This is an optimization exercise on Yosys and OpenROAD, whose aim is small area, not a production implementation. Function was checked by simulation only, so behaviour that the tests miss may differ from the original. Power and IR drop assume default switching activity.

## config.mk

```make
export PLATFORM = sky130hd
export DESIGN_NAME = alu_unit
export DESIGN_NICKNAME = alu_unit
export VERILOG_FILES = /design/flow/design.v
export SDC_FILE = /design/flow/constraint.sdc
export NUM_CORES = 4
export LEC_CHECK = 0
export CAP_MARGIN = 20
export CORE_MARGIN = 2
export CORE_UTILIZATION = 40
export SLEW_MARGIN = 20
```

## constraint.sdc

```tcl
create_clock -name core_clock -period 5.0 [get_ports {clk}]
set_input_delay 1.0000 -clock core_clock [delete_from_list [all_inputs] [get_ports {clk}]]
set_output_delay 1.0000 -clock core_clock [all_outputs]
set_load 0.01 [all_outputs]
```

## design.v

```verilog
module alu_unit (
  input clk,
  input [2:0] funct,
  input [31:0] x,
  input [31:0] y,
  input alt,
  output reg [31:0] out
);
  wire [31:0] sra = $signed(x) >>> y[4:0];
  always @(posedge clk) begin
    case (funct) 
      3'b000: begin   
        out <= alt ? (x - y) : (x + y);
      end
      3'b001: begin   
        out <= x << y[4:0];
      end
      3'b010: begin   
        out <= {31'b0, $signed(x) < $signed(y)};
      end
      3'b011: begin   
        out <= {31'b0, x < y};
      end
      3'b100: begin   
        out <= x ^ y;
      end
      3'b101: begin   
        out <= alt ? sra : (x >> y[4:0]);
      end
      3'b110: begin   
        out <= x | y;
      end
      3'b111: begin   
        out <= x & y;
      end
    endcase
  end
endmodule
```

## run.sh

```bash
#!/bin/bash
# synth_recipe.tcl (not shown) runs the flow's synth.tcl, then flattens the netlist and writes it again
# the make line also repeats each setting of config.mk as NAME=value (left out here)
make -C /OpenROAD-flow-scripts/flow DESIGN_CONFIG=/design/flow/config.mk WORK_HOME=/design/flow/orfs CLKGATE_MAP_FILE= SYNTH_SCRIPT=/design/flow/synth_recipe.tcl finish
```

==> results.cfg, run 1 <==
[route]
drtPass1Iterations = 7
ant_nets = 0
drc = 0
vias = 10696
vias_per_cell = 6.53
drt_iter0_drc = 1788
wl_per_cell_um = 24.6
wl_um = 40200

[global_routing]
grt_pass1_vias = 9770
grt_start_max_net_pins = 70
antenna_found_initial = 0
grt_overflow_total = 0
track_usage_pct = 32.4
grt_pass1_wl_um = 60300

[logic_synthesis]
synth_edf_count = 0
syn_area_per_cell_um2 = 6.92
ys_seq_area_share_pct = 7.02
netlist_instances = 1319
ys_ff_latch = 32
netlist_area_um2 = 9130
synth.yosys.warnings = 1
synth_cell_type_count = 86
synth_flop_cell = dfxtp_1
syn_nets = 1487
yosysTopAreaCellShare_pct = 13.3
synth.area.top_cells = ha_1 (13%), mux2i_1 (9.6%), a21oi_1 (7.3%), dfxtp_1 (7.0%), nor2_1 (5.3%)
async_flop_share_pct = 0
yosysTopAreaCell = ha_1

[sta]
rsz0062_at_grt = false
setup_violations = 0
worst_pin_slew_ns = 0.943
fmax_ghz = 0.231
timing.final.crit_period_ns = 4.33
slew_viol_final = 0
post-route-period-util_pct = 86.6
hold_violations = 0
relSlewSlack_pct = 36.5
fin_tns_setup_ns = 0

[critical_path]
cp-end-kind = flip-flop
cp-start-kind = input port
worstPathRequired_ns = 5.16
path_class = in2reg
path_max_fanout = 11
cp.arrival_ns = 4.49

[cells_and_area]
fill_cells = 2329
final_nets = 1520
regMostFlops = out
diodes = 0
largest_register_ffs = 32
final_util_pct = 46.2
area_growth_pct = 14.0
top_regs = out x32
multi_input_area_um2 = 7600
seqCellArea_um2 = 641
layout-drive-gt1-share_pct = 7.24

[cts]
clk_path_buf_depth = 2
cts-buffers-inserted = 5
clock-sinks = 32
cts_tree = built
post_cts.repair.setup_buffers = 0
cts_resized = 0
clk_pin_slew_worst_paths_ns = 0.06
cts_hold_buf = 0
cts_root_buffer = clkbuf_16
h-tree-depth = 2

[outcome]
status = complete, no violations

[pwr]
p_leak_nw = 4.43
powerDensity_nw_per_um2 = 183
ir_drop_uv = 125

[floorplan]
initial_core_util_pct = 40.6
core_um2 = 22500
die_w_um = 155
ios = 101
rows = 55
dieHeight_um = 155
die_area_um2 = 24000

[place]
port_buffers = 100
gp_congestion = 0.985
dp_hpwl_um = 31400

[worst_hold_path]
hp-class = in2reg

[run]
max-cap-violations = 0
[synth_stat cells, types with 21 or more instances]
master and n:
inv_1 103, o21ai_1 73, a21oi_1 134, mux4_2 21, o211ai_1 27, clkbuf_1 59
xnor2_1 25, nor3_1 21, ha_1 97, mux2i_1 88, nand2_1 85, dfxtp_1 32
nand2b_1 21, nor2_1 128, o21ai_0 76, buf_2 27
[report_power, final]
group	switching, W	leakage (nW)	internal, W	total [W]
Clock	0.000145	0.0798	0.000235	0.000380
Combinational	0.000749	4.08	0.000466	0.00122
Sequential	0.0000175	0.268	0.000291	0.000308
Total	0.000912	4.43	0.000992	0.00190
[worst max-delay path: stages]
cell	delay, ns
clkdlybuf4s50_1	0.59
inv_1	0.07
ha_1	0.44
or4_4	0.61
nor2_4	0.12
o211ai_2	0.12
a31oi_1	0.37
nor2_1	0.17
o41ai_2	0.47
a21oi_1	0.19
o21ai_1	0.23
o211ai_1	0.12
[cells in the final DEF, fill, tap and decap left out, types with 11 or more instances in the layout]
cell type / instances
inv_1: 103
a31oi_1: 14
or3_1: 12
nor2_1: 127
buf_4: 31
a211oi_1: 14
o211ai_1: 27
nand2_1: 85
xnor2_1: 25
o22ai_1: 11
nand3_1: 13
a221oi_1: 12
ha_1: 97
dfxtp_1: 32
o221ai_1: 13
inv_2: 12
clkdlybuf4s50_1: 94
mux2i_1: 88
a21oi_1: 134
o21ai_0: 76
o21ai_1: 73
nor3_1: 21
mux4_2: 21
o21bai_1: 11
nand2b_1: 21
a22oi_1: 11
[metal layers]
layer | part of all wire [%] | global-route usage (%)
met1 | 43 | 46.7
met2 | 43 | 49.0
met3 | 11 | 5.74
met4 | 3.4 | 10.1
met5 | 0 | 0
[cells by family (layout without fill, tap and decap cells)]
family                   after synthesis  in the layout  synth area share, %
AO/OA/AOI/OAI                        483            483                 33.5
adder cells (fa/ha/maj)               99             99                 13.7
multiplexers                         118            118                 15.9
flip-flops                            32             32                 7.02
buffers and inverters                221            255                 9.70
XOR/XNOR                              29             29                 2.78
AND/OR/NAND/NOR                      337            337                 17.4
[through the flow]
step	power [W]	cells	area, um2	hold WS [ns]	worst slack, ns
finish	0.00190	1638	10400	1.39	0.670
global route	0.00198	1638	10400	1.43	0.468
detailed placement	0.00149	1630	10200	1.71	0.498
CTS	0.00187	1638	10400	1.40	0.802
floorplan	0.00105	1319	9130	1.25	0.750
global placement	0.00149	1630	10200	1.68	0.481
[final cells by class]
cell class | instances | area share, %
clock inverter | 3 | 0.409
inverter | 117 | 4.22
tap | 285 | 3.43
sequential | 32 | 6.16
timing repair buffer | 130 | 11.5
clock buffer | 5 | 1.20
multi-input combinational | 1066 | 73.1
[worst paths after layout]
kind	start	to	slack, ns	cells past startpoint
setup / recovery	x[9]	out[0]	0.67	12
hold / removal	y[1]	out[1]	1.39	5
==> inputs of run 2 (changes only) <==
==> design.v (replaced) <==
module alu_unit (
  input clk,
  input [2:0] funct,
  input [31:0] x,
  input [31:0] y,
  input alt,
  output reg [31:0] out
);
  wire sub = ~funct[2] & (funct[1] | (~funct[0] & alt));
  wire [31:0] yb = y ^ {32{sub}};
  wire [31:0] p = x ^ yb;
  wire [31:0] g = x & yb;
  wire [32:0] c;
  wire [8:0] bc;
  assign bc[0] = sub;
  genvar i, b;
  generate
    for (b = 0; b < 8; b = b + 1) begin : blk
      wire [3:0] pp = p[4*b+3:4*b];
      wire [3:0] gg = g[4*b+3:4*b];
      wire G = gg[3] | (pp[3] & (gg[2] | (pp[2] & (gg[1] | (pp[1] & gg[0])))));
      wire P = &pp;
      assign bc[b+1] = G | (P & bc[b]);
      assign c[4*b] = bc[b];
      assign c[4*b+1] = gg[0] | (pp[0] & bc[b]);
      assign c[4*b+2] = gg[1] | (pp[1] & c[4*b+1]);
      assign c[4*b+3] = gg[2] | (pp[2] & c[4*b+2]);
    end
  endgenerate
  assign c[32] = bc[8];
  wire [31:0] sum = p ^ c[31:0];
  wire sltu = ~c[32];
  wire setbit = sltu ^ (~funct[0] & (x[31] ^ y[31]));
  wire left = (funct == 3'b001);
  wire [4:0] sh = y[4:0];
  wire [31:0] xr;
  generate
    for (i = 0; i < 32; i = i + 1) begin : rev
      assign xr[i] = left ? x[31-i] : x[i];
    end
  endgenerate
  wire fill = alt & x[31] & funct[2];
  wire [31:0] s0 = sh[0] ? {fill, xr[31:1]} : xr;
  wire [31:0] s1 = sh[1] ? {{2{fill}}, s0[31:2]} : s0;
  wire [31:0] s2 = sh[2] ? {{4{fill}}, s1[31:4]} : s1;
  wire [31:0] s3 = sh[3] ? {{8{fill}}, s2[31:8]} : s2;
  wire [31:0] s4 = sh[4] ? {{16{fill}}, s3[31:16]} : s3;
  wire [31:0] sl;
  generate
    for (i = 0; i < 32; i = i + 1) begin : rev2
      assign sl[i] = s4[31-i];
    end
  endgenerate
  reg [31:0] r;
  always @(*) begin
    case (funct)
      3'b000: r = sum;
      3'b001: r = sl;
      3'b010, 3'b011: r = {31'b0, setbit};
      3'b100: r = p;
      3'b101: r = s4;
      3'b110: r = p | g;
      default: r = g;
    endcase
  end
  always @(posedge clk) out <= r;
endmodule
--- a/config.mk
+++ b/config.mk
@@ -5,6 +5,7 @@
 export SDC_FILE = /design/flow/constraint.sdc
 export NUM_CORES = 4
 export LEC_CHECK = 0
+export ABC_AREA = 1
 export CAP_MARGIN = 20
 export CORE_MARGIN = 2
 export CORE_UTILIZATION = 40
==> results.cfg, run 2 <==
[logic_synthesis]
yosysMostFrequentCell = nand2_1
synth.area.top_cells = nand2_1 (14%), ha_1 (13%), dfxtp_1 (10%), o21ai_1 (8.6%), inv_1 (8.0%)
syn_area_per_cell_um2 = 6.24
synth_edf_count = 0
yosysTopAreaCellShare_pct = 14.0
synth_cell_type_count = 46
syn_nets = 1154
netlist_area_um2 = 6230
synth_flop_cell = dfxtp_1
async_flop_share_pct = 0
ys_ff_latch = 32
synth.yosys.warnings = 1
yosys-top-cells-count = nand2_1 (233), inv_1 (133), o21ai_1 (107), nand3_1 (67), ha_1 (64)
ys_seq_area_share_pct = 10.3
netlist_instances = 998
yosysTopAreaCell = nand2_1

[route]
wl_per_cell_um = 17.7
drc = 0
vias = 7395
drtPass1Iterations = 6
drt_iter0_drc = 633
wl_um = 24200
vias_per_cell = 5.43
ant_nets = 0

[global_routing]
grt_start_max_net_pins = 42
grt_pass1_vias = 6997
grt_pass1_wl_um = 37400
grt_overflow_total = 0
antenna_found_initial = 0
track_usage_pct = 29.3

[sta]
hold_violations = 0
fin_tns_setup_ns = 0
timing.final.crit_period_ns = 4.76
worst_pin_slew_ns = 0.727
post-route-period-util_pct = 95.3
slew_viol_final = 0
setup_violations = 0
rsz0062_at_grt = false
fmax_ghz = 0.210
relSlewSlack_pct = 51.5

[pwr]
powerDensity_nw_per_um2 = 199
p_leak_nw = 4.28
ir_drop_uv = 116

[cts]
cts-buffers-inserted = 5
clk_path_buf_depth = 2
cts_tree = built
clk_pin_slew_worst_paths_ns = 0.05
cts_root_buffer = clkbuf_16
clock-sinks = 32
h-tree-depth = 2

[cells_and_area]
final_cell_mix = nand2_1 (227), inv_1 (129), buf_4 (119), o21ai_1 (108), clkdlybuf4s50_1 (93)
top_regs = out x32
largest_register_ffs = 32
diodes = 0
layout_commonest_cell = nand2_1
final_util_pct = 56.9
fill_cells = 1561
layout-drive-gt1-share_pct = 18.6
area_growth_pct = 38.8
final_nets = 1330
regMostFlops = out

[critical_path]
slowest_stage = fa_1
worstPathRequired_ns = 5.19
path_buf_inv = 7
cp.depth = 28
cpMostUsedCell = nand2_2
cpPeakStageDelay_ns = 0.47
cp-end-kind = flip-flop
cp.arrival_ns = 4.96
path_class = in2reg
critPathLaunch = funct[2]
worstSetupEndpoint = out[30]
cp-start-kind = input port
path_max_fanout = 8
crit_family = adder cells

[place]
port_buffers = 100
dp_hpwl_um = 18600
gp_congestion = 1.00

[worst_hold_path]
hp-class = in2reg

[floorplan]
core_um2 = 15200
ios = 101
rows = 45
die_w_um = 129
die_area_um2 = 16600
initial_core_util_pct = 41.0
dieHeight_um = 129

[run]
max-cap-violations = 0

[outcome]
status = complete, no violations
==> run 2: cell types whose count changed after synthesis, moves of 37 or more <==
cell and delta:
nor2_1 -90, o21ai_0 -37, nand3_1 +54, mux2i_1 -73
nand2_1 +148, a21oi_1 -86
==> run 2: kinds of logic (layout without fill, tap and decap cells) <==
kind of cell / Yosys count / after routing / share of synthesized area (%)
AO/OA/AOI/OAI: 260 / 260 / 24.0
multiplexers: 15 / 15 / 2.41
flip-flops: 32 / 32 / 10.3
buffers and inverters: 198 / 375 / 12.8
adder cells (fa/ha/maj): 87 / 87 / 20.2
XOR/XNOR: 34 / 34 / 4.78
AND/OR/NAND/NOR: 372 / 372 / 25.5
==> run 2: how the worst min path moves through the flow <==
stage / cells after the start / end / from
after global routing: 6 / out[0] / funct[1]
after CTS: 6 / out[0] / funct[1]
after detailed placement: 1 / out[10] / out[10]
after global placement: 1 / out[25] / out[25]
final: 6 / out[0] / funct[1]
after floorplan: 3 / out[26] / x[26]
==> run 2: repair_timing <==
item	4_1_cts	5_1_grt
pin swaps	16	17
setup buffers	13	1
endpoints found under the setup margin	6	9
hold buffers	0	0
gates resized for setup	28	48
hold endpoints to repair	0	0
==> run 2: stage by stage <==
stage	total power (W)	cell area [um2]	hold slack, ns	std cells	setup slack, ns
2_1_floorplan	0.000875	6240	1.27	998	0.00310
3_3_place_gp	0.00131	8070	1.74	1341	-0.588
3_5_place_dp	0.00132	8070	1.73	1341	-0.675
4_1_cts	0.00169	8420	1.36	1362	0.00521
5_1_grt	0.00185	8650	1.26	1363	0.0113
6_report	0.00172	8650	1.24	1363	0.237
==> run 2: power breakdown <==
part           switching, W  internal, W
logic              0.000585     0.000504
registers         0.0000104     0.000298
clock network      0.000130     0.000196
==> run 2: cell type report <==
cell class                 count  area (um2)  area share (%)
timing repair buffer         224        1970            22.8
inverter                     143         539            6.23
clock inverter                 2        10.0           0.116
clock buffer                   6         139            1.60
tap                          188         235            2.72
sequential                    32         641            7.40
multi-input combinational    768        5120            59.2
==> run 2: layer usage <==
metal	track usage (%)	wire length, um	part of all wire [%]
met5	0	0	0
met4	17.5	1460	6.1
met3	4.45	1630	6.7
met2	46.5	10900	45
met1	37.5	10100	42
==> inputs of run 3 (changes only) <==
==> flow/run.sh (new file) <==
#!/bin/bash
# Own layout flow: the standard ORFS flow, except that synthesis maps the
# combinational logic with an area-oriented ABC script (flow/abc_area.script)
# and does not pre-map full/half adders (ADDER_MAP_FILE empty).
# Registers are mapped exactly as in the standard synthesis (dfflibmap runs
# before ABC), so their names and cell types are unchanged.
set -euo pipefail
WORK=$(pwd)
rm -rf "$WORK/scripts_area"
cp -r "$FLOW_HOME/scripts" "$WORK/scripts_area"
cp "$WORK/flow/abc_area.script" "$WORK/scripts_area/abc_area.script"
VARS=(SCRIPTS_DIR="$WORK/scripts_area" ABC_AREA=1 ADDER_MAP_FILE=)
bash standard.sh "${VARS[@]}" synth > "$WORK/synth.log" 2>&1
bash standard.sh "${VARS[@]}" > "$WORK/layout.log" 2>&1
test -f "$WORK/out/final.def"
==> flow/abc_area.script (new file) <==
strash
dch -f
amap
mfs2
strash
dch -f
amap
topo
stime -c
==> standard.sh (new file) <==
#!/bin/bash
# synth_recipe.tcl (not shown) runs the flow's synth.tcl, then flattens the netlist and writes it again
# the make line also repeats each setting of config.mk as NAME=value (left out here)
make -C /OpenROAD-flow-scripts/flow DESIGN_CONFIG=/design/flow/config.mk WORK_HOME=/design/flow/orfs CLKGATE_MAP_FILE= SYNTH_SCRIPT=/design/flow/synth_recipe.tcl "${@:-finish}"
removed: run.sh
==> results.cfg, run 3 <==
[cts]
cts_hold_buf = 0
h-tree-depth = 2
clk_path_buf_depth = 2
cts-buffers-inserted = 5
clk_pin_slew_worst_paths_ns = 0.08
cts_tree = built
clock-sinks = 32
cts_root_buffer = clkbuf_8

[route]
wl_um = 23500
drt_iter0_drc = 829
wl_per_cell_um = 20.1
vias_per_cell = 6.40
vias = 7471
drtPass1Iterations = 8
ant_nets = 0
drc = 0

[critical_path]
cp.arrival_ns = 7.70
worstPathRequired_ns = 5.19
cpMostUsedCell = nor2_2
slowest_stage = a311oi_2
cp-end-kind = flip-flop
critPathLaunch = funct[1]
path_class = in2reg
cp-start-kind = input port
cpPeakStageDelay_ns = 0.31
path_max_fanout = 19

[cells_and_area]
regMostFlops = out
fill_cells = 929
multi_input_area_um2 = 3870
final_nets = 1096
layout-drive-gt1-share_pct = 25.8
layout_commonest_cell = buf_4
area_growth_pct = 70.2
seqCellArea_um2 = 641
final_cell_mix = buf_4 (181), nor2_1 (159), o22ai_1 (109), clkdlybuf4s50_1 (94), a21oi_1 (67)
top_regs = out x32
final_area_um2 = 7530
fin_cells = 1168
largest_register_ffs = 32
diodes = 0

[logic_synthesis]
netlist_instances = 719
synth.yosys.warnings = 1
synth.area.top_cells = nor2_1 (16%), o22ai_1 (16%), dfxtp_1 (14%), o22a_1 (8.9%), a21oi_1 (7.9%)
yosys-top-cells-count = nor2_1 (191), o22ai_1 (114), a21oi_1 (70), o22a_1 (45), clkinv_1 (40)
ys_seq_area_share_pct = 14.5
synth_top_family_by_area = compound AO/OA/AOI/OAI gates
synth_compound_area_share_pct = 54.0
ys_ff_latch = 32
async_flop_share_pct = 0
synth_cell_type_count = 34
synth_fa_ha_area_share_pct = 0
netlist_area_um2 = 4430
synthXorXnorAreaFrac_pct = 0
yosysMostFrequentCell = nor2_1
synthSimpleGateAreaFrac_pct = 28.1
yosysTopAreaCellShare_pct = 16.2
yosysTopAreaCell = nor2_1
syn_nets = 788
syn_area_per_cell_um2 = 6.16
synth_edf_count = 0
synth_flop_cell = dfxtp_1
synth.area.mux_share_pct = 0

[outcome]
so_faults = setup timing
status = failed layout checks

[global_routing]
grt_overflow_total = 0
antenna_found_initial = 0
grt_start_max_net_pins = 35
track_usage_pct = 37.7
grt_pass1_wl_um = 35200
grt_pass1_vias = 7103

[sta]
fmax_ghz = 0.133
hold_violations = 0
fin_tns_setup_ns = -15.78
rsz0062_at_grt = true
post-route-period-util_pct = 150
timing.final.crit_period_ns = 7.51
relSlewSlack_pct = 30.9
holdWs_ns = 1.24
fin_ws_ns = -2.51
slew_viol_final = 0
worst_pin_slew_ns = 1.03
setup_violations = 11

[floorplan]
core_um2 = 10800
die_area_um2 = 11900
die_w_um = 109
dieHeight_um = 109
rows = 38
ios = 101
initial_core_util_pct = 40.8

[place]
gp_congestion = 0.968
place_area_um2 = 6590
dp_hpwl_um = 15300
port_buffers = 100
dp.cells = 1087
pre_cts_slack_ns = -3.76

[run]
max-cap-violations = 0

[pwr]
p_leak_nw = 3.12
powerDensity_nw_per_um2 = 208
ir_drop_uv = 132

[worst_hold_path]
hp-class = in2reg
hold_path_startpoint = funct[2]
-- run 3: cell types whose count changed in the layout (fill, tap and decap cells not counted), moves of 54 or more --
cell,before,now
o21ai_1,108,2
nor2_1,38,159
inv_1,129,0
buf_4,119,181
ha_1,54,0
nand3_1,67,0
o22ai_1,12,109
nand2_1,227,36
-- run 3: cell type report --
| type | count | area share [%] |
|---|---|---|
| timing repair buffer | 301 | 34.5 |
| inverter | 40 | 2.14 |
| sequential | 32 | 8.51 |
| tap | 140 | 2.33 |
| clock buffer | 8 | 1.20 |
| multi-input combinational | 647 | 51.4 |
-- run 3: repair_timing --
action,in CTS,in global routing
resized for setup,66,45
endpoints found under the setup margin,16,13
buffers inserted,81,18
pin swaps,47,49
-- run 3: path summary, 6_finish.rpt --
check             endpoint  cells past startpoint
setup / recovery    out[0]                     53
hold / removal      out[0]                      7
-- run 3: cell families after synthesis --
kind of cell	after synthesis
simple gates	291
buf+inv	40
flops	32
compound gates	356
-- run 3: layer usage --
metal	track usage, %	routed length, um	up-vias	share of wire [%]
li1	-	-	3432	-
met1	45.2	9330	3408	40
met2	64.3	10800	498	46
met3	8.37	2090	133	8.9
met4	16.9	1240	0	5.3
met5	0	0	-	0
-- run 3: metrics by stage --
stage | total power (W) | utilization, %
floorplan | 0.000723 | -
global placement | 0.00110 | 60.8
detailed placement | 0.00111 | 60.8
CTS | 0.00151 | 68.7
global route | 0.00164 | 69.5
finish | 0.00157 | 69.5
-- run 3: worst max-delay path, delay by kind of cell --
| family | cells | cell delay, ns |
|---|---|---|
| and+or+nand+nor | 34 | 3.70 |
| AOI/OAI and AO/OA | 15 | 2.39 |
| buffers and inverters | 4 | 0.60 |
-- run 3: power by group --
| part | internal (W) | switching, W | leakage [nW] |
|---|---|---|---|
| clock network | 0.000113 | 0.000125 | 0.0455 |
| logic | 0.000511 | 0.000517 | 2.80 |
| registers | 0.000293 | 0.0000103 | 0.268 |
==> inputs of run 4 (changes only) <==
--- a/design.v
+++ b/design.v
@@ -6,28 +6,29 @@
   input alt,
   output reg [31:0] out
 );
+  genvar i, l;
   wire sub = ~funct[2] & (funct[1] | (~funct[0] & alt));
   wire [31:0] yb = y ^ {32{sub}};
   wire [31:0] p = x ^ yb;
   wire [31:0] g = x & yb;
-  wire [32:0] c;
-  wire [8:0] bc;
-  assign bc[0] = sub;
-  genvar i, b;
-  generate
-    for (b = 0; b < 8; b = b + 1) begin : blk
-      wire [3:0] pp = p[4*b+3:4*b];
-      wire [3:0] gg = g[4*b+3:4*b];
-      wire G = gg[3] | (pp[3] & (gg[2] | (pp[2] & (gg[1] | (pp[1] & gg[0])))));
-      wire P = &pp;
-      assign bc[b+1] = G | (P & bc[b]);
-      assign c[4*b] = bc[b];
-      assign c[4*b+1] = gg[0] | (pp[0] & bc[b]);
-      assign c[4*b+2] = gg[1] | (pp[1] & c[4*b+1]);
-      assign c[4*b+3] = gg[2] | (pp[2] & c[4*b+2]);
-    end
-  endgenerate
-  assign c[32] = bc[8];
+  reg [31:0] G, P;
+  integer d, k;
+  always @(*) begin
+    G = g;
+    P = p;
+    G[0] = g[0] | (p[0] & sub);    
+    for (d = 1; d < 32; d = d * 2)
+      for (k = 2 * d - 1; k < 32; k = k + 2 * d) begin
+        G[k] = G[k] | (P[k] & G[k - d]);
+        P[k] = P[k] & P[k - d];
+      end
+    for (d = 8; d >= 1; d = d / 2)
+      for (k = 3 * d - 1; k < 32; k = k + 2 * d) begin
+        G[k] = G[k] | (P[k] & G[k - d]);
+        P[k] = P[k] & P[k - d];
+      end
+  end
+  wire [32:0] c = {G, sub};
   wire [31:0] sum = p ^ c[31:0];
   wire sltu = ~c[32];
   wire setbit = sltu ^ (~funct[0] & (x[31] ^ y[31]));
==> flow/run.sh (replaced) <==
#!/bin/bash
# Own layout flow: the standard ORFS flow (the standard.sh), except that
#  - synthesis maps the combinational logic with an area-oriented ABC script
#    (flow/abc_area.script: structural hashing + amap, which keeps the
#    RTL's adder structure) and does not pre-map full/half adders;
#  - port buffers are sky130_fd_sc_hd__buf_1 cells.
# Registers are mapped exactly as in the standard synthesis (dfflibmap runs
# before ABC), so their names and cell types are unchanged.
set -euo pipefail
WORK=$(pwd)
rm -rf "$WORK/scripts_area"
cp -r "$FLOW_HOME/scripts" "$WORK/scripts_area"
cp "$WORK/flow/abc_area.script" "$WORK/scripts_area/abc_area.script"
VARS=(SCRIPTS_DIR="$WORK/scripts_area" ABC_AREA=1 ADDER_MAP_FILE=
      "BUFFER_PORTS_ARGS=-buffer_cell sky130_fd_sc_hd__buf_1")
bash standard.sh "${VARS[@]}" synth > "$WORK/synth.log" 2>&1
bash standard.sh "${VARS[@]}" > "$WORK/layout.log" 2>&1
test -f "$WORK/out/final.def"
==> flow/abc_area.script (replaced) <==
strash
amap
topo
stime -c
--- a/config.mk
+++ b/config.mk
@@ -9,4 +9,5 @@
 export CAP_MARGIN = 20
 export CORE_MARGIN = 2
 export CORE_UTILIZATION = 40
+export GPL_TIMING_DRIVEN = 0
 export SLEW_MARGIN = 20
==> results.cfg, run 4 <==
[outcome]
status = complete, no violations

[pwr]
clkPwrFrac_pct = 24.0
powerDensity_nw_per_um2 = 235
pwr-share-comb_pct = 54.0
power_switching_share_pct = 43.8
seqPwrFrac_pct = 22.0
power.total_w = 0.00140
p_leak_nw = 2.02
p_switching_w = 0.000612
ir_drop_uv = 111
p_int_w = 0.000785

[sta]
holdWs_ns = 1.00
fmax_ghz = 0.213
worst_pin_slew_ns = 1.03
fin_ws_ns = 0.298
slew_viol_final = 0
hold_violations = 0
timing.final.crit_period_ns = 4.70
rsz0062_at_grt = false
post-route-period-util_pct = 94.0
setup_violations = 0
relSlewSlack_pct = 31.1
fin_tns_setup_ns = 0

[route]
vias = 6564
wl_per_cell_um = 18.4
ant_nets = 0
drt_iter0_drc = 664
drtPass1Iterations = 5
vias_per_cell = 6.28
wl_um = 19200
drc = 0

[cells_and_area]
regMostFlops = out
final_cell_mix = o22a_1 (117), nor2_1 (103), nand2_1 (93), o21ai_0 (93), buf_1 (92)
final_nets = 967
top_regs = out x32
final_area_um2 = 5940
layout-drive-gt1-share_pct = 6.79
area_growth_pct = 22.5
diodes = 0
largest_register_ffs = 32
fill_cells = 1315
seqCellArea_um2 = 641
multi_input_area_um2 = 4100
layout_commonest_cell = o22a_1

[place]
gp_congestion = 0.903
pre_cts_slack_ns = -1.83
place_area_um2 = 5500
dp_hpwl_um = 13200
port_buffers = 100

[critical_path]
cp-end-kind = flip-flop
path_max_fanout = 29
cp-start-kind = input port
cp.arrival_ns = 4.89
worstPathRequired_ns = 5.18
path_class = in2reg

[worst_hold_path]
hp-class = in2reg

[logic_synthesis]
netlist_area_um2 = 4850
synth_flop_cell = dfxtp_1
ys_seq_area_share_pct = 13.2
synth.yosys.warnings = 1
synth_cell_type_count = 33
syn_nets = 842
netlist_instances = 773
yosysMostFrequentCell = o22a_1
yosysTopAreaCell = o22a_1
ys_ff_latch = 32
yosys-top-cells-count = o22a_1 (117), nor2_1 (104), o21ai_0 (95), nand2_1 (93), o22ai_1 (86)
async_flop_share_pct = 0
synth.area.top_cells = o22a_1 (21%), dfxtp_1 (13%), o22ai_1 (11%), o21ai_0 (9.8%), nor2_1 (8.1%)
synth_edf_count = 0
syn_area_per_cell_um2 = 6.27
yosysTopAreaCellShare_pct = 21.1

[global_routing]
antenna_found_initial = 0
track_usage_pct = 29.2
grt_overflow_total = 0
grt_pass1_wl_um = 30300
grt_start_max_net_pins = 64
grt_pass1_vias = 5813

[cts]
clk_pin_slew_worst_paths_ns = 0.06
cts-buffers-inserted = 5
cts_tree = built
clk_path_buf_depth = 2
cts_root_buffer = clkbuf_16
h-tree-depth = 2
clock-sinks = 32

[floorplan]
initial_core_util_pct = 40.7
dieHeight_um = 114
die_w_um = 114
core_um2 = 11900
ios = 101
die_area_um2 = 13000
rows = 40

[run]
max-cap-violations = 0
[run 4: cell count changes after synthesis, moves of 13 or more]
cell,delta
o22ai_1,-28
o21ai_0,+56
a2111oi_0,+18
o22a_1,+72
o21a_1,+15
a21o_1,-13
o221ai_1,-13
a21oi_1,-19
nor2b_1,-28
clkinv_1,+29
nand2_1,+57
nor2_1,-87
[run 4: power groups by stage]
stage	logic, W	registers, W	clock network, W
final	0.000755	0.000308	0.000335
after floorplan	0.000457	0.000337	0
after global placement	0.000685	0.000313	0
after detailed placement	0.000693	0.000313	0
after global routing	0.000832	0.000312	0.000350
after CTS	0.000717	0.000308	0.000339
[run 4: cell type report]
type,instances,share of cell area (%)
Sequential cell,32,10.8
Inverter,69,5.02
Multi-Input combinational cell,672,69.1
Timing Repair Buffer,116,9.19
Clock buffer,7,2.57
Tap cell,147,3.10
Timing Repair inverter,2,0.232
[run 4: final timing paths]
path	from	cells past startpoint	slack [ns]	endpoint
max	funct[1]	16	0.30	out[0]
min	x[5]	3	1.00	out[5]
[run 4: critical path, cell delays in order]
cell	delay, ns
clkbuf_2	0.17
o21ai_4	0.25
buf_4	0.18
buf_4	0.12
clkinv_4	0.21
o21ai_0	0.27
or2_0	0.23
nand2_1	0.18
or4_1	0.65
or2_0	0.27
o41ai_1	0.68
nand2_1	0.10
o21ai_0	0.10
o32a_1	0.16
nand3_1	0.06
a22o_1	0.24
[run 4: cells by family (layout without fill, tap and decap cells)]
| group | after synthesis | count (layout) | synth area share, % |
|---|---|---|---|
| buffers and inverters | 69 | 194 | 5.34 |
| and+or+nand+nor | 240 | 240 | 20.5 |
| DFF | 32 | 32 | 13.2 |
| AOI/OAI and AO/OA | 429 | 429 | 60.4 |
| xor gates and xnor gates | 3 | 3 | 0.542 |
[run 4: timing repair]
| item | CTS | global route |
|---|---|---|
| endpoints found under the setup margin | 29 | 26 |
| buffers inserted | 4 | 8 |
| hold endpoints to repair | 0 | 0 |
| gates cloned | 2 | 0 |
| resized for setup | 22 | 21 |
| hold buffers | 0 | 0 |
| pin swaps | 2 | 3 |
[run 4: per-layer routing]
layer | global-route usage [%] | part of all wire, % | vias up
li1 | - | - | 3301
met1 | 42.2 | 46 | 2939
met2 | 44.9 | 44 | 299
met3 | 3.23 | 7.8 | 25
met4 | 10.4 | 2.1 | 0
met5 | 0 | 0 | -
[run 4: metrics by stage]
step | utilization, % | std cells
2_1_floorplan | - | 773
3_3_place_gp | 45.6 | 1020
3_5_place_dp | 46.1 | 1023
4_1_cts | 48.5 | 1036
5_1_grt | 49.8 | 1045
6_report | 49.8 | 1045
==> inputs of run 5 (changes only) <==
==> design.v (replaced) <==
module alu_nmux32 (
  input s,
  input [31:0] a,
  input [31:0] b,
  output [31:0] y
);
  assign y = ~(s ? a : b);
endmodule
module alu_unit (
  input clk,
  input [2:0] funct,
  input [31:0] x,
  input [31:0] y,
  input alt,
  output reg [31:0] out
);
  genvar i;
  wire sub    = ~funct[2] & (funct[1] | (~funct[0] & alt));  
  wire isadd  = ~funct[2] & ~funct[1] & ~funct[0];          
  wire islog  = funct[2] & funct[1];                         
  wire en_p   = (funct[2] & ~funct[0]) | isadd;                
  wire isshift = ~funct[1] & funct[0];                       
  wire isslt  = ~funct[2] & funct[1];
  wire [31:0] yb = y ^ {32{sub}};
  wire [31:0] p = x ^ yb;
  wire [31:0] g = x & yb;
  reg [31:0] G, P;
  integer d, k;
  always @(*) begin
    G = g;
    P = p;
    G[0] = g[0] | (p[0] & sub);
    for (d = 1; d < 32; d = d * 2)
      for (k = 2 * d - 1; k < 32; k = k + 2 * d) begin
        G[k] = G[k] | (P[k] & G[k - d]);
        P[k] = P[k] & P[k - d];
      end
    for (d = 8; d >= 1; d = d / 2)
      for (k = 3 * d - 1; k < 32; k = k + 2 * d) begin
        G[k] = G[k] | (P[k] & G[k - d]);
        P[k] = P[k] & P[k - d];
      end
  end
  wire [32:0] c = {G, sub};
  wire [31:0] u = p & {32{en_p}};
  wire [31:0] v = (c[31:0] & {32{isadd}}) | (g & {32{islog}});
  wire [31:0] a = u ^ v;
  wire sltu = ~c[32];
  wire setbit = isslt & (sltu ^ (~funct[0] & (x[31] ^ y[31])));
  wire left = ~funct[2];
  wire fill = alt & x[31] & funct[2];
  wire nfill = ~fill;
  wire [31:0] xrev;
  generate
    for (i = 0; i < 32; i = i + 1) begin : rev
      assign xrev[i] = x[31-i];
    end
  endgenerate
  wire [31:0] xr, s0, s1, s2, s3, s4, sres;
  alu_nmux32 m0 (.s(left),  .a(xrev),                   .b(x),  .y(xr));   
  alu_nmux32 m1 (.s(y[0]),  .a({nfill, xr[31:1]}),      .b(xr), .y(s0));   
  alu_nmux32 m2 (.s(y[1]),  .a({{2{fill}}, s0[31:2]}),  .b(s0), .y(s1));   
  alu_nmux32 m3 (.s(y[2]),  .a({{4{nfill}}, s1[31:4]}), .b(s1), .y(s2));   
  alu_nmux32 m4 (.s(y[3]),  .a({{8{fill}}, s2[31:8]}),  .b(s2), .y(s3));   
  alu_nmux32 m5 (.s(y[4]),  .a({{16{nfill}}, s3[31:16]}), .b(s3), .y(s4));  
  wire [31:0] s4rev;
  generate
    for (i = 0; i < 32; i = i + 1) begin : rev2
      assign s4rev[i] = s4[31-i];
    end
  endgenerate
  alu_nmux32 m6 (.s(left), .a(s4rev), .b(s4), .y(sres));   
  wire [31:0] r = a | (~sres & {32{isshift}}) | {31'b0, setbit};
  always @(posedge clk) out <= r;
endmodule
--- a/config.mk
+++ b/config.mk
@@ -8,6 +8,9 @@
 export ABC_AREA = 1
 export CAP_MARGIN = 20
 export CORE_MARGIN = 2
-export CORE_UTILIZATION = 40
+export CORE_UTILIZATION = 60
+export CTS_BUF_LIST = sky130_fd_sc_hd__clkbuf_4
 export GPL_TIMING_DRIVEN = 0
 export SLEW_MARGIN = 20
+export SYNTH_HIERARCHICAL = 1
+export SYNTH_MINIMUM_KEEP_SIZE = 0
==> results.cfg, run 5 <==
[global_routing]
track_usage_pct = 42.3
antenna_found_initial = 0
grt_overflow_total = 0
grt_pass1_wl_um = 25500
grt_start_max_net_pins = 71
grt_pass1_vias = 5306

[floorplan]
dieHeight_um = 86.4
die_area_um2 = 7460
initial_core_util_pct = 61.0
die_w_um = 86.4
core_um2 = 6680
ios = 101
rows = 30

[logic_synthesis]
yosysTopAreaCell = o22ai_1
synth_flop_cell = dfxtp_1
yosysTopAreaCellShare_pct = 39.0
synth.area.top_cells = o22ai_1 (39%), dfxtp_1 (16%), o221ai_1 (6.9%), nand2_1 (6.5%), or2_0 (4.8%)
syn_area_per_cell_um2 = 6.49
synth.yosys.warnings = 7
yosys-top-cells-count = o22ai_1 (254), nand2_1 (71), nor2_1 (50), a21oi_1 (36), o21ai_0 (34)
netlist_area_um2 = 4070
async_flop_share_pct = 0
synth_cell_type_count = 27
syn_nets = 697
synth_edf_count = 0
ys_seq_area_share_pct = 15.7
netlist_instances = 628
yosysMostFrequentCell = o22ai_1
ys_ff_latch = 32

[route]
drt_iter0_drc = 856
vias_per_cell = 7.60
ant_nets = 0
wl_per_cell_um = 20.1
wl_um = 16400
drc = 0
drtPass1Iterations = 10
vias = 6231

[sta]
relSlewSlack_pct = 36.1
post-route-period-util_pct = 95.7
slew_viol_final = 0
rsz0062_at_grt = false
hold_violations = 0
fmax_ghz = 0.209
worst_pin_slew_ns = 0.953
holdWs_ns = 1.04
setup_violations = 0
timing.final.crit_period_ns = 4.78
fin_ws_ns = 0.216
fin_tns_setup_ns = 0

[cts]
clock-sinks = 32
cts_tree = built
cts_hold_buf = 0
clk_pin_slew_worst_paths_ns = 0.11
cts_root_buffer = clkbuf_4
clk_path_buf_depth = 2
cts-buffers-inserted = 5
h-tree-depth = 2

[cells_and_area]
final_area_um2 = 4710
layout_commonest_cell = o22ai_1
top_regs = out x32
largest_register_ffs = 32
final_nets = 808
layout-drive-gt1-share_pct = 3.51
final_cell_mix = o22ai_1 (254), buf_1 (95), nand2_1 (70), nor2_1 (50), a21oi_1 (35)
regMostFlops = out
fill_cells = 589
area_growth_pct = 15.8
diodes = 0

[place]
gp_congestion = 1.06
dp_hpwl_um = 11400
pre_cts_slack_ns = -1.45
port_buffers = 100
place_area_um2 = 4580

[pwr]
powerDensity_nw_per_um2 = 236
p_leak_nw = 1.39
ir_drop_uv = 203

[critical_path]
path_max_fanout = 16
cp-end-kind = flip-flop
path_class = in2reg
cp-start-kind = input port
worstPathRequired_ns = 5.21
cp.arrival_ns = 4.99

[worst_hold_path]
hold_path_depth = 3
hp-class = in2reg

[run]
max-cap-violations = 0

[outcome]
status = complete, no violations
-- run 5: cell types whose count changed after synthesis, moves of 22 or more --
cell / before / now
o22ai_1: 86 / 254
o22a_1: 117 / 3
o21ai_0: 95 / 34
nor2_1: 104 / 50
clkinv_1: 69 / 27
o221ai_1: 0 / 32
nand2_1: 93 / 71
-- run 5: area by class of cell --
cell class	count	area, um2	area share (%)
repair buffers	102	397	8.41
multi-input cells	569	3380	71.7
flip-flops and latches	32	641	13.6
clock buffers	7	52.6	1.11
clock inverters	1	3.75	0.0796
inverters	27	133	2.81
repair inverters	2	10.0	0.212
well taps	80	100	2.12
-- run 5: metal layers --
layer  share of wire, %  GRT usage (%)  vias to the layer above  routed length [um]
met5                  0              0                        -                   0
met4                5.0           19.7                        0                 829
met3                 12           5.81                       95                1990
met2                 46           69.9                      497                7570
met1                 37           54.3                     2759                6060
li1                   -              -                     2880                   -
-- run 5: path summary, 6_finish.rpt --
path  endpoint  slack [ns]  startpoint
max    out[31]        0.22    funct[0]
min     out[0]        1.04    funct[1]
-- run 5: logic make-up after synthesis --
family	share of synthesized area [%]
AOI/OAI and AO/OA	62.1
buffers and inverters	2.49
and+or+nand+nor	17.6
xor gates and xnor gates	2.15
DFF	15.7
-- run 5: through the flow --
stage                     power (W)  std cells  utilization, %
after floorplan            0.000720        628               -
after global placement     0.000889        808            68.2
after detailed placement   0.000908        809            68.5
after CTS                   0.00109        820            70.2
after global routing        0.00118        820            70.6
final                       0.00111        820            70.6
-- run 5: what timing repair did --
action / in CTS / in global routing
hold endpoints to repair: 0 / 0
setup buffers: 1 / 0
endpoints found under the setup margin: 15 / 5
gates cloned: 2 / 0
gates resized for setup: 7 / 2
pin swaps: 1 / 0
-- run 5: worst max-delay path: stages --
cell	delay (ns)
buf_1	0.20
nor2_1	0.12
o21ai_4	0.32
clkinv_4	0.23
nor2_1	0.13
a21oi_1	0.06
nand2_1	0.10
o21ai_0	0.15
or2_0	0.28
nor3_1	0.45
clkinv_1	0.18
o21ai_0	0.36
a31oi_4	0.08
clkinv_1	0.13
a21boi_1	0.13
o21a_1	0.25
o31a_1	0.27
o21a_1	0.19
o22ai_1	0.19
o221ai_1	0.15
-- run 5: Yosys stat by module (local to each module, per instance) --
module / cells inside / area [um2] / times used / flops+latches
alu_unit: 397 / 2650 / 1 / 32
alu_nmux32: 33 / 204 / 7 / 0
-- run 5: power breakdown --
group	switching, W	total (W)	internal, W
clock	0.000102	0.000167	0.0000649
combinational	0.000417	0.000641	0.000223
sequential	0.00000951	0.000305	0.000296
==> inputs of run 6 (changes only) <==
--- a/design.v
+++ b/design.v
@@ -24,24 +24,48 @@
   wire [31:0] yb = y ^ {32{sub}};
   wire [31:0] p = x ^ yb;
   wire [31:0] g = x & yb;
-  reg [31:0] G, P;
+  wire [7:0] gg, gp;
+  genvar j;
+  generate
+    for (j = 0; j < 8; j = j + 1) begin : grp
+      wire [3:0] pj = p[4*j+3:4*j];
+      wire [3:0] gj = g[4*j+3:4*j];
+      if (j == 0) begin : first
+        wire g0 = gj[0] | (pj[0] & sub);
+        assign gg[j] = gj[3] | (pj[3] & (gj[2] | (pj[2] & (gj[1] | (pj[1] & g0)))));
+        assign gp[j] = 1'b0;
+      end else begin : rest
+        assign gg[j] = gj[3] | (pj[3] & (gj[2] | (pj[2] & (gj[1] | (pj[1] & gj[0])))));
+        assign gp[j] = &pj;
+      end
+    end
+  endgenerate
+  reg [7:0] GG, GP;
   integer d, k;
   always @(*) begin
-    G = g;
-    P = p;
-    G[0] = g[0] | (p[0] & sub);
-    for (d = 1; d < 32; d = d * 2)
-      for (k = 2 * d - 1; k < 32; k = k + 2 * d) begin
-        G[k] = G[k] | (P[k] & G[k - d]);
-        P[k] = P[k] & P[k - d];
+    GG = gg;
+    GP = gp;
+    for (d = 1; d < 8; d = d * 2)
+      for (k = 2 * d - 1; k < 8; k = k + 2 * d) begin
+        GG[k] = GG[k] | (GP[k] & GG[k - d]);
+        GP[k] = GP[k] & GP[k - d];
       end
-    for (d = 8; d >= 1; d = d / 2)
-      for (k = 3 * d - 1; k < 32; k = k + 2 * d) begin
-        G[k] = G[k] | (P[k] & G[k - d]);
-        P[k] = P[k] & P[k - d];
+    for (d = 2; d >= 1; d = d / 2)
+      for (k = 3 * d - 1; k < 8; k = k + 2 * d) begin
+        GG[k] = GG[k] | (GP[k] & GG[k - d]);
+        GP[k] = GP[k] & GP[k - d];
       end
   end
-  wire [32:0] c = {G, sub};
+  wire [32:0] c;
+  assign c[0] = sub;
+  generate
+    for (j = 0; j < 8; j = j + 1) begin : gc
+      assign c[4*j+1] = g[4*j]   | (p[4*j]   & c[4*j]);
+      assign c[4*j+2] = g[4*j+1] | (p[4*j+1] & c[4*j+1]);
+      assign c[4*j+3] = g[4*j+2] | (p[4*j+2] & c[4*j+2]);
+      assign c[4*j+4] = GG[j];
+    end
+  endgenerate
   wire [31:0] u = p & {32{en_p}};
   wire [31:0] v = (c[31:0] & {32{isadd}}) | (g & {32{islog}});
   wire [31:0] a = u ^ v;
--- a/config.mk
+++ b/config.mk
@@ -8,7 +8,7 @@
 export ABC_AREA = 1
 export CAP_MARGIN = 20
 export CORE_MARGIN = 2
-export CORE_UTILIZATION = 60
+export CORE_UTILIZATION = 65
 export CTS_BUF_LIST = sky130_fd_sc_hd__clkbuf_4
 export GPL_TIMING_DRIVEN = 0
 export SLEW_MARGIN = 20
==> results.cfg, run 6 <==
[cells_and_area]
final_util_pct = 78.2
fill_cells = 479
area_growth_pct = 15.5
regMostFlops = out
seqCellArea_um2 = 641
top_regs = out x32
diodes = 0
final_cell_mix = o22ai_1 (253), buf_1 (95), nand2_1 (63), o21a_1 (44), nor2_1 (39)
multi_input_area_um2 = 3360
largest_register_ffs = 32
final_nets = 780
layout-drive-gt1-share_pct = 3.37
layout_commonest_cell = o22ai_1

[worst_hold_path]
hp-class = in2reg
hold_path_depth = 3

[route]
ant_nets = 0
drt_iter0_drc = 986
wl_per_cell_um = 19.7
wl_um = 15500
drtPass1Iterations = 14
vias_per_cell = 7.77
vias = 6115
drc = 0

[critical_path]
path_class = in2reg
slowest_stage = or4_1
crit_family = compound AO/OA/AOI/OAI gates
cp-end-kind = flip-flop
cp_cell_sequence = buf_1, bufinv_16, o21ai_4, clkinv_4, nor2_1, a21oi_1, nand2_1, o21ai_0, or4_1, o221ai_2, a31oi_2, clkinv_1, a21boi_0, o21a_1, o21a_1, o21a_1, o21a_1, o22ai_1, o221ai_1
cpPeakStageDelay_ns = 0.57
path_buf_inv = 4
cpMostUsedCell = o21a_1
worstPathRequired_ns = 5.22
path_max_fanout = 70
cp.depth = 19
cp.arrival_ns = 4.88
cp-start-kind = input port

[floorplan]
dieHeight_um = 82.8
initial_core_util_pct = 67.7
rows = 28
core_um2 = 5960
die_w_um = 82.8
ios = 101
die_area_um2 = 6850

[place]
pre_cts_slack_ns = -0.863
port_buffers = 100
dp_hpwl_um = 10600
gp_congestion = 1.06

[logic_synthesis]
synth_flop_cell = dfxtp_1
yosysMostFrequentCell = o22ai_1
netlist_area_um2 = 4030
ys_seq_area_share_pct = 15.9
yosys-top-cells-count = o22ai_1 (253), nand2_1 (64), o21a_1 (44), nor2_1 (39), o221ai_1 (33)
synth.area.top_cells = o22ai_1 (39%), dfxtp_1 (16%), o21a_1 (8.2%), o221ai_1 (7.2%), nand2_1 (6.0%)
netlist_instances = 601
synth_cell_type_count = 27
syn_nets = 670
yosysTopAreaCell = o22ai_1
ys_ff_latch = 32
yosysTopAreaCellShare_pct = 39.2
synth.yosys.warnings = 7
synth_edf_count = 0
async_flop_share_pct = 0
syn_area_per_cell_um2 = 6.71

[cts]
cts-buffers-inserted = 5
clk_path_buf_depth = 2
clk_pin_slew_worst_paths_ns = 0.12
cts_root_buffer = clkbuf_4
cts_hold_buf = 0
cts_tree = built
h-tree-depth = 2
clock-sinks = 32

[global_routing]
grt_pass1_wl_um = 23400
antenna_found_initial = 0
grt_overflow_total = 0
track_usage_pct = 43.9
grt_pass1_vias = 5020
grt_start_max_net_pins = 71

[pwr]
seqPwrFrac_pct = 28.0
power_switching_share_pct = 47.5
powerDensity_nw_per_um2 = 234
power.total_w = 0.00109
ir_drop_uv = 196
p_leak_nw = 1.35
clkPwrFrac_pct = 14.5
p_int_w = 0.000573
pwr-share-comb_pct = 57.6
p_switching_w = 0.000519

[sta]
holdWs_ns = 1.04
hold_violations = 0
relSlewSlack_pct = 20.1
post-route-period-util_pct = 93.3
slew_viol_final = 0
setup_violations = 0
fin_ws_ns = 0.334
rsz0062_at_grt = false
worst_pin_slew_ns = 1.20
timing.final.crit_period_ns = 4.67
fmax_ghz = 0.214

[run]
max-cap-violations = 0

[outcome]
status = complete, no violations
run 6: cells by family after synthesis:
| kind of cell | after synthesis | share of synthesized area [%] |
|---|---|---|
| xor gates and xnor gates | 10 | 2.17 |
| AOI/OAI and AO/OA | 399 | 64.5 |
| and+or+nand+nor | 142 | 15.7 |
| buffers and inverters | 18 | 1.67 |
| DFF | 32 | 15.9 |
run 6: modules after synthesis, one instance, submodules excluded:
module | cells inside | area [um2]
alu_nmux32 | 33 | 204
alu_unit | 370 | 2610
run 6: path summary, 6_finish.rpt:
kind	from	end	slack, ns
setup / recovery	funct[2]	out[31]	0.33
hold / removal	funct[1]	out[0]	1.04
run 6: layer usage:
metal | part of all wire [%] | vias up | wire length, um | global-route usage [%]
met5 | 0 | - | 0 | 0
met4 | 4.0 | 0 | 619 | 18.0
met3 | 16 | 116 | 2420 | 11.3
met2 | 44 | 539 | 6850 | 72.7
met1 | 36 | 2661 | 5620 | 54.1
li1 | - | 2799 | - | -
run 6: area by class of cell:
type	instances	share of cell area, %
inverters	18	2.12
clock buffers	5	0.806
flip-flops and latches	32	13.7
multi-input cells	551	72.1
well taps	75	2.01
repair inverters	2	0.269
repair buffers	101	8.62
clock inverters	3	0.295
run 6: through the flow:
step / std cells / instance area, um2 / setup TNS (ns)
floorplan: 601 / 4040 / 0
global placement: 776 / 4510 / -13.37
detailed placement: 776 / 4530 / -7.22
CTS: 786 / 4610 / 0
global route: 787 / 4660 / 0
finish: 787 / 4660 / 0
run 6: power by group through the flow:
stage / Combinational, W / Sequential, W / Clock (W)
floorplan: 0.000383 / 0.000334 / 0
global placement: 0.000566 / 0.000310 / 0
detailed placement: 0.000584 / 0.000311 / 0
CTS: 0.000592 / 0.000305 / 0.000156
global route: 0.000675 / 0.000310 / 0.000166
finish: 0.000629 / 0.000305 / 0.000158
run 6: timing repair:
item / CTS / global route
gates resized for setup: 3 / 5
pin swaps: 0 / 1
setup buffers: 0 / 1
setup endpoints to repair: 9 / 6
cloned: 2 / 0
==> inputs of run 7 (changes only) <==
--- a/config.mk
+++ b/config.mk
@@ -8,7 +8,7 @@
 export ABC_AREA = 1
 export CAP_MARGIN = 20
 export CORE_MARGIN = 2
-export CORE_UTILIZATION = 65
+export CORE_UTILIZATION = 70
 export CTS_BUF_LIST = sky130_fd_sc_hd__clkbuf_4
 export GPL_TIMING_DRIVEN = 0
 export SLEW_MARGIN = 20
==> results.cfg, run 7 <==
[outcome]
status = complete, no violations

[cts]
clk_pin_slew_worst_paths_ns = 0.10
post_cts.repair.setup_buffers = 0
cts-buffers-inserted = 5
cts_root_buffer = clkbuf_4
clk_path_buf_depth = 2
clock-sinks = 32
cts_tree = built
h-tree-depth = 2

[sta]
setup_violations = 0
fmax_ghz = 0.211
worst_pin_slew_ns = 1.03
relSlewSlack_pct = 31.6
fin_ws_ns = 0.256
rsz0062_at_grt = false
hold_violations = 0
timing.final.crit_period_ns = 4.74
post-route-period-util_pct = 94.9
slew_viol_final = 0

[cells_and_area]
fill_cells = 387
top_regs = out x32
final_cell_mix = o22ai_1 (253), buf_1 (95), nand2_1 (63), o21a_1 (44), nor2_1 (39)
layout_commonest_cell = o22ai_1
final_area_um2 = 4660
diodes = 0
fin_cells = 782
multi_input_area_um2 = 3380
area_growth_pct = 15.6
seqCellArea_um2 = 641
layout-drive-gt1-share_pct = 3.52
largest_register_ffs = 32
final_util_pct = 84.2
regMostFlops = out
final_nets = 778

[route]
wl_um = 15600
ant_nets = 0
drtPass1Iterations = 15
vias = 6339
vias_per_cell = 8.11
wl_per_cell_um = 20.0
drc = 0
drt_iter0_drc = 1593

[place]
dp_hpwl_um = 10700
gp_congestion = 1.22
pre_cts_slack_ns = -0.936
port_buffers = 100
dp.cells = 773
place_area_um2 = 4520

[pwr]
power.total_w = 0.00111
p_leak_nw = 1.35
ir_drop_uv = 164
powerDensity_nw_per_um2 = 237

[critical_path]
cp-start-kind = input port
worstPathRequired_ns = 5.20
path_max_fanout = 70
path_class = in2reg
cp-end-kind = flip-flop
cp.arrival_ns = 4.94

[worst_hold_path]
hp-class = in2reg

[logic_synthesis]
ys_ff_latch = 32
syn_area_per_cell_um2 = 6.71
syn_nets = 670
yosysTopAreaCellShare_pct = 39.2
synth_cell_type_count = 27
netlist_instances = 601
ys_seq_area_share_pct = 15.9
synth_edf_count = 0
yosysMostFrequentCell = o22ai_1
synth.yosys.warnings = 7
synth.area.top_cells = o22ai_1 (39%), dfxtp_1 (16%), o21a_1 (8.2%), o221ai_1 (7.2%), nand2_1 (6.0%)
yosysTopAreaCell = o22ai_1
netlist_area_um2 = 4030
synth_flop_cell = dfxtp_1
yosys-top-cells-count = o22ai_1 (253), nand2_1 (64), o21a_1 (44), nor2_1 (39), o221ai_1 (33)
async_flop_share_pct = 0

[global_routing]
use_met1_pct = 56.5
grt_pass1_wl_um = 24700
grtUsageMet2_pct = 76.6
grt_use_met3_pct = 15.0
antenna_found_initial = 0
grt_pass1_vias = 5486
grt_start_max_net_pins = 71
grt_overflow_total = 0
busiest_layer = met2
track_usage_pct = 47.8

[floorplan]
core_um2 = 5540
initial_core_util_pct = 72.8
die_w_um = 79.9
rows = 27
die_area_um2 = 6390
ios = 101
dieHeight_um = 79.9

[run]
max-cap-violations = 0
[run 7: cell counts after synthesis]
No cell type changed its count.
[run 7: timing repair]
item,in CTS,in global routing
setup endpoints to repair,10,7
hold buffers,0,0
gates resized for setup,5,7
gates cloned,1,0
[run 7: per-module statistics from Yosys, one instance, submodules excluded]
module / area [um2] / flip-flops and latches / copies in the design
alu_unit: 2610 / 32 / 1
alu_nmux32: 204 / 0 / 7
[run 7: critical path, stage by stage]
cell	delay (ns)
buf_1	0.16
bufinv_16	0.28
o21ai_2	0.16
clkinv_2	0.46
nor2_1	0.21
a21oi_1	0.08
nand2_1	0.14
o21ai_0	0.18
or4_1	0.57
o221a_1	0.32
a21boi_2	0.20
o21a_1	0.22
o21a_1	0.21
o21a_1	0.20
o21a_1	0.20
o22ai_1	0.19
o221ai_1	0.16
[run 7: area by class of cell]
type                    instances  area share (%)
inverters                      18            2.31
clock buffers                   7            1.13
well taps                      72            1.93
clock inverters                 1          0.0805
repair buffers                100            8.18
repair inverters                1           0.107
multi-input cells             551            72.5
flip-flops and latches         32            13.7
[run 7: cell families (layout without fill, tap and decap cells)]
| kind of cell | Yosys count | after routing | synth area share [%] |
|---|---|---|---|
| compound gates | 399 | 399 | 64.5 |
| xor+xnor | 10 | 10 | 2.17 |
| buf+inv | 18 | 127 | 1.67 |
| flops | 32 | 32 | 15.9 |
| simple gates | 142 | 142 | 15.7 |
[run 7: layer usage]
layer | share of wire [%] | vias up
met2 | 43 | 695
li1 | - | 2802
met3 | 16 | 192
met5 | 0 | -
met4 | 7.7 | 0
met1 | 34 | 2650
[run 7: worst paths after layout]
path,from,slack (ns),cells after the start,end
worst max-delay path,funct[2],0.26,17,out[31]
worst min-delay path,funct[1],1.05,3,out[0]
[run 7: through the flow]
step | setup TNS, ns | hold slack (ns)
final | 0 | 1.05
after global routing | 0 | 1.05
after CTS | 0 | 1.01
after detailed placement | -7.47 | 1.36
after global placement | -6.91 | 1.36
after floorplan | 0 | 1.19
[run 7: power breakdown]
group / internal [W] / switching [W]
combinational: 0.000228 / 0.000411
sequential: 0.000296 / 0.0000113
clock: 0.0000649 / 0.0000967
==> inputs of run 8 (changes only) <==
--- a/design.v
+++ b/design.v
@@ -5,6 +5,13 @@
   output [31:0] y
 );
   assign y = ~(s ? a : b);
+endmodule
+module alu_xor32 (
+  input [31:0] a,
+  input [31:0] b,
+  output [31:0] y
+);
+  assign y = a ^ b;
 endmodule
 module alu_unit (
   input clk,
@@ -21,8 +28,9 @@
   wire en_p   = (funct[2] & ~funct[0]) | isadd;                
   wire isshift = ~funct[1] & funct[0];                       
   wire isslt  = ~funct[2] & funct[1];
-  wire [31:0] yb = y ^ {32{sub}};
-  wire [31:0] p = x ^ yb;
+  wire [31:0] yb, p;
+  alu_xor32 xy (.a(y), .b({32{sub}}), .y(yb));
+  assign p = x ^ yb;
   wire [31:0] g = x & yb;
   wire [7:0] gg, gp;
   genvar j;
@@ -68,7 +76,8 @@
   endgenerate
   wire [31:0] u = p & {32{en_p}};
   wire [31:0] v = (c[31:0] & {32{isadd}}) | (g & {32{islog}});
-  wire [31:0] a = u ^ v;
+  wire [31:0] a;
+  assign a = u ^ v;
   wire sltu = ~c[32];
   wire setbit = isslt & (sltu ^ (~funct[0] & (x[31] ^ y[31])));
   wire left = ~funct[2];
--- a/config.mk
+++ b/config.mk
@@ -8,8 +8,8 @@
 export ABC_AREA = 1
 export CAP_MARGIN = 20
 export CORE_MARGIN = 2
-export CORE_UTILIZATION = 70
-export CTS_BUF_LIST = sky130_fd_sc_hd__clkbuf_4
+export CORE_UTILIZATION = 65
+export CTS_BUF_LIST = sky130_fd_sc_hd__clkbuf_8
 export GPL_TIMING_DRIVEN = 0
 export SLEW_MARGIN = 20
 export SYNTH_HIERARCHICAL = 1
==> results.cfg, run 8 <==
[critical_path]
cpPeakStageDelay_ns = 0.30
path_buf_inv = 3
cp-start-kind = input port
cp_cell_sequence = buf_1, nor2_1, o21ai_4, clkinv_4, xor2_2, xnor2_2, o21a_1, o21a_1, o21a_1, o21a_1, o221ai_4, a31oi_4, clkinv_1, a21boi_2, o21a_1, o21a_1, o21a_1, o21a_1, o22a_1, nand2_1, o221ai_1
cpMostUsedCell = o21a_1
slowest_stage = o221ai_4
worstPathRequired_ns = 5.13
path_max_fanout = 5
cp.arrival_ns = 4.96
path_class = in2reg
cp-end-kind = flip-flop
crit_family = compound AO/OA/AOI/OAI gates

[sta]
fin_ws_ns = 0.175
timing.final.crit_period_ns = 4.82
rsz0062_at_grt = false
slew_viol_final = 0
post-route-period-util_pct = 96.5
hold_violations = 0
fmax_ghz = 0.207
setup_violations = 0
worst_pin_slew_ns = 0.904
relSlewSlack_pct = 39.4
fin_tns_setup_ns = 0

[logic_synthesis]
syn_area_per_cell_um2 = 7.01
yosysMostFrequentCell = o22ai_1
netlist_area_um2 = 4000
ys_ff_latch = 32
synth.yosys.warnings = 7
synth_edf_count = 0
netlist_instances = 570
synth_cell_type_count = 23
yosysTopAreaCellShare_pct = 36.2
synth.area.top_cells = o22ai_1 (36%), dfxtp_1 (16%), o21a_1 (8.5%), o221ai_1 (7.2%), xor2_1 (7.0%)
yosys-top-cells-count = o22ai_1 (231), nand2_1 (64), o21a_1 (45), o221ai_1 (33)
ys_seq_area_share_pct = 16.0
yosysTopAreaCell = o22ai_1
syn_nets = 639
async_flop_share_pct = 0
synth_flop_cell = dfxtp_1

[pwr]
powerDensity_nw_per_um2 = 256
power.total_w = 0.00120
p_leak_nw = 1.46
ir_drop_uv = 194

[cells_and_area]
area_growth_pct = 17.7
diodes = 0
layout_commonest_cell = o22ai_1
final_nets = 751
regMostFlops = out
top_regs = out x32
largest_register_ffs = 32
final_cell_mix = o22ai_1 (231), buf_1 (94), nand2_1 (63), o21a_1 (44)
layout-drive-gt1-share_pct = 4.54

[floorplan]
core_um2 = 5920
dieHeight_um = 82.4
ios = 101
die_w_um = 82.4
initial_core_util_pct = 67.5
die_area_um2 = 6790
rows = 28

[global_routing]
antenna_found_initial = 0
grt_pass1_wl_um = 24200
grt_start_max_net_pins = 36
grt_pass1_vias = 5038
grt_overflow_total = 0
track_usage_pct = 46.0

[place]
port_buffers = 100
pre_cts_slack_ns = -1.31
gp_congestion = 1.06
dp_hpwl_um = 10600

[route]
vias = 6035
vias_per_cell = 7.96
ant_nets = 0
drtPass1Iterations = 9
wl_um = 16200
wl_per_cell_um = 21.4
drc = 0
drt_iter0_drc = 1102

[worst_hold_path]
hold_path_depth = 2
hp-class = in2reg
hold_end = out[0]
hold_path_startpoint = funct[1]

[cts]
clk_pin_slew_worst_paths_ns = 0.07
clock-sinks = 32
cts-buffers-inserted = 5
clk_path_buf_depth = 2
cts_hold_buf = 0
cts_root_buffer = clkbuf_8
cts_tree = built
h-tree-depth = 2

[run]
max-cap-violations = 0

[outcome]
status = complete, no violations
[run 8: cell types whose count changed after synthesis, sizes merged, moves of 2 or more]
cell / delta
a21oi: -29
o22ai: -22
o31ai: +2
xnor2: -8
a22oi: -2
or2: -22
o22a: +21
o21ai: +10
clkinv: -3
xor2: +32
nor2: -7
[run 8: cell families after synthesis]
family | share of synthesized area, %
AOI/OAI and AO/OA | 63.5
and+or+nand+nor | 11.6
xor gates and xnor gates | 7.45
DFF | 16.0
buffers and inverters | 1.41
[run 8: routing by layer]
layer / up-vias / part of all wire [%] / global-route usage (%)
li1: 2693 / - / -
met1: 2648 / 37 / 59.0
met2: 580 / 43 / 72.1
met3: 114 / 15 / 11.0
met4: 0 / 5.8 / 22.0
met5: - / 0 / 0
[run 8: timing repair]
item	in CTS	in global routing
gates cloned	2	0
setup endpoints to repair	20	6
pin swaps	0	1
buffers inserted	2	1
gates resized for setup	8	7
[run 8: Yosys stat by module, one instance, submodules excluded]
module / cell area, um2 / copies in the design / flops+latches
alu_xor32: 280 / 1 / 0
alu_nmux32: 204 / 7 / 0
alu_unit: 2290 / 1 / 32
[run 8: final cells by class]
cell class	count	area (um2)
Timing Repair Buffer	103	405
Clock buffer	6	82.6
Tap cell	75	93.8
Sequential cell	32	641
Timing Repair inverter	2	17.5
Fill cell	443	1220
Multi-Input combinational cell	523	3380
Inverter	15	73.8
Clock inverter	2	7.51
[run 8: worst max-delay path by stage]
stage	from	endpoint	slack, ns	cells after the start
2_1_floorplan	funct[2]	out[31]	0.05	20
3_3_place_gp	funct[2]	out[31]	-1.16	21
3_5_place_dp	funct[2]	out[31]	-1.31	20
4_1_cts	funct[2]	out[31]	0.12	21
5_1_grt	funct[0]	out[31]	0.03	21
6_report	funct[0]	out[31]	0.18	21
[run 8: per-stage QoR]
step                instance area, um2  hold WS, ns  cells  util, %
detailed placement                4490         1.36    745     75.8
floorplan                         4010         1.15    570        -
global route                      4700         1.21    758     79.4
global placement                  4480         1.34    745     75.6
CTS                               4640         1.10    757     78.3
finish                            4700         1.19    758     79.4
[run 8: power breakdown]
group	switching (W)	internal, W
combinational	0.000435	0.000241
clock	0.000110	0.000109
sequential	0.0000114	0.000298
total	0.000557	0.000647

re-timing with driven ports:
The results above use ideal ports. As a check the final layouts listed here were re-extracted and re-timed, cells and wires unchanged.
Step 1 sets driving cells, clkbuf_16 on the clock port and buf_2 on the other inputs (assumed; they add their load-dependent delay and slew).
Step 2 moves the port delays by t, midway between the first and last clock arrival at a register: inputs arrive t later, outputs are due t later. That takes back most of the time a late clock gives input paths.
Three values: ideal ports, drivers, drivers and shift; two values: the first two.
| run | t (ns) | slack for setup (ns) | slew at the worst register clock pin (ns) | cell pins on the clock port's net |
|---|---|---|---|---|
| run 1 | 0.350 | 0.670 / 0.689 / 0.340 | 0.07 / 0.07 | 1 |
| run 2 | 0.335 | 0.237 / 0.252 / -0.083 | 0.06 / 0.06 | 1 |
| run 3 | 0.351 | -2.511 / -2.526 / -2.878 | 0.08 / 0.08 | 1 |
| run 4 | 0.330 | 0.298 / 0.314 / -0.016 | 0.06 / 0.06 | 1 |
| run 5 | 0.384 | 0.216 / 0.228 / -0.156 | 0.12 / 0.12 | 1 |
| run 6 | 0.384 | 0.334 / 0.340 / -0.044 | 0.12 / 0.12 | 1 |
| run 7 | 0.371 | 0.256 / 0.266 / -0.106 | 0.11 / 0.11 | 1 |
| run 8 | 0.325 | 0.175 / 0.186 / -0.139 | 0.08 / 0.08 | 1 |
With both steps, setup timing fails in 6 of these runs, where it was met with ideal ports. For run 6, which loses most, drivers alone change the setup slack by +0.006 ns; drivers and shift together by -0.378 ns.
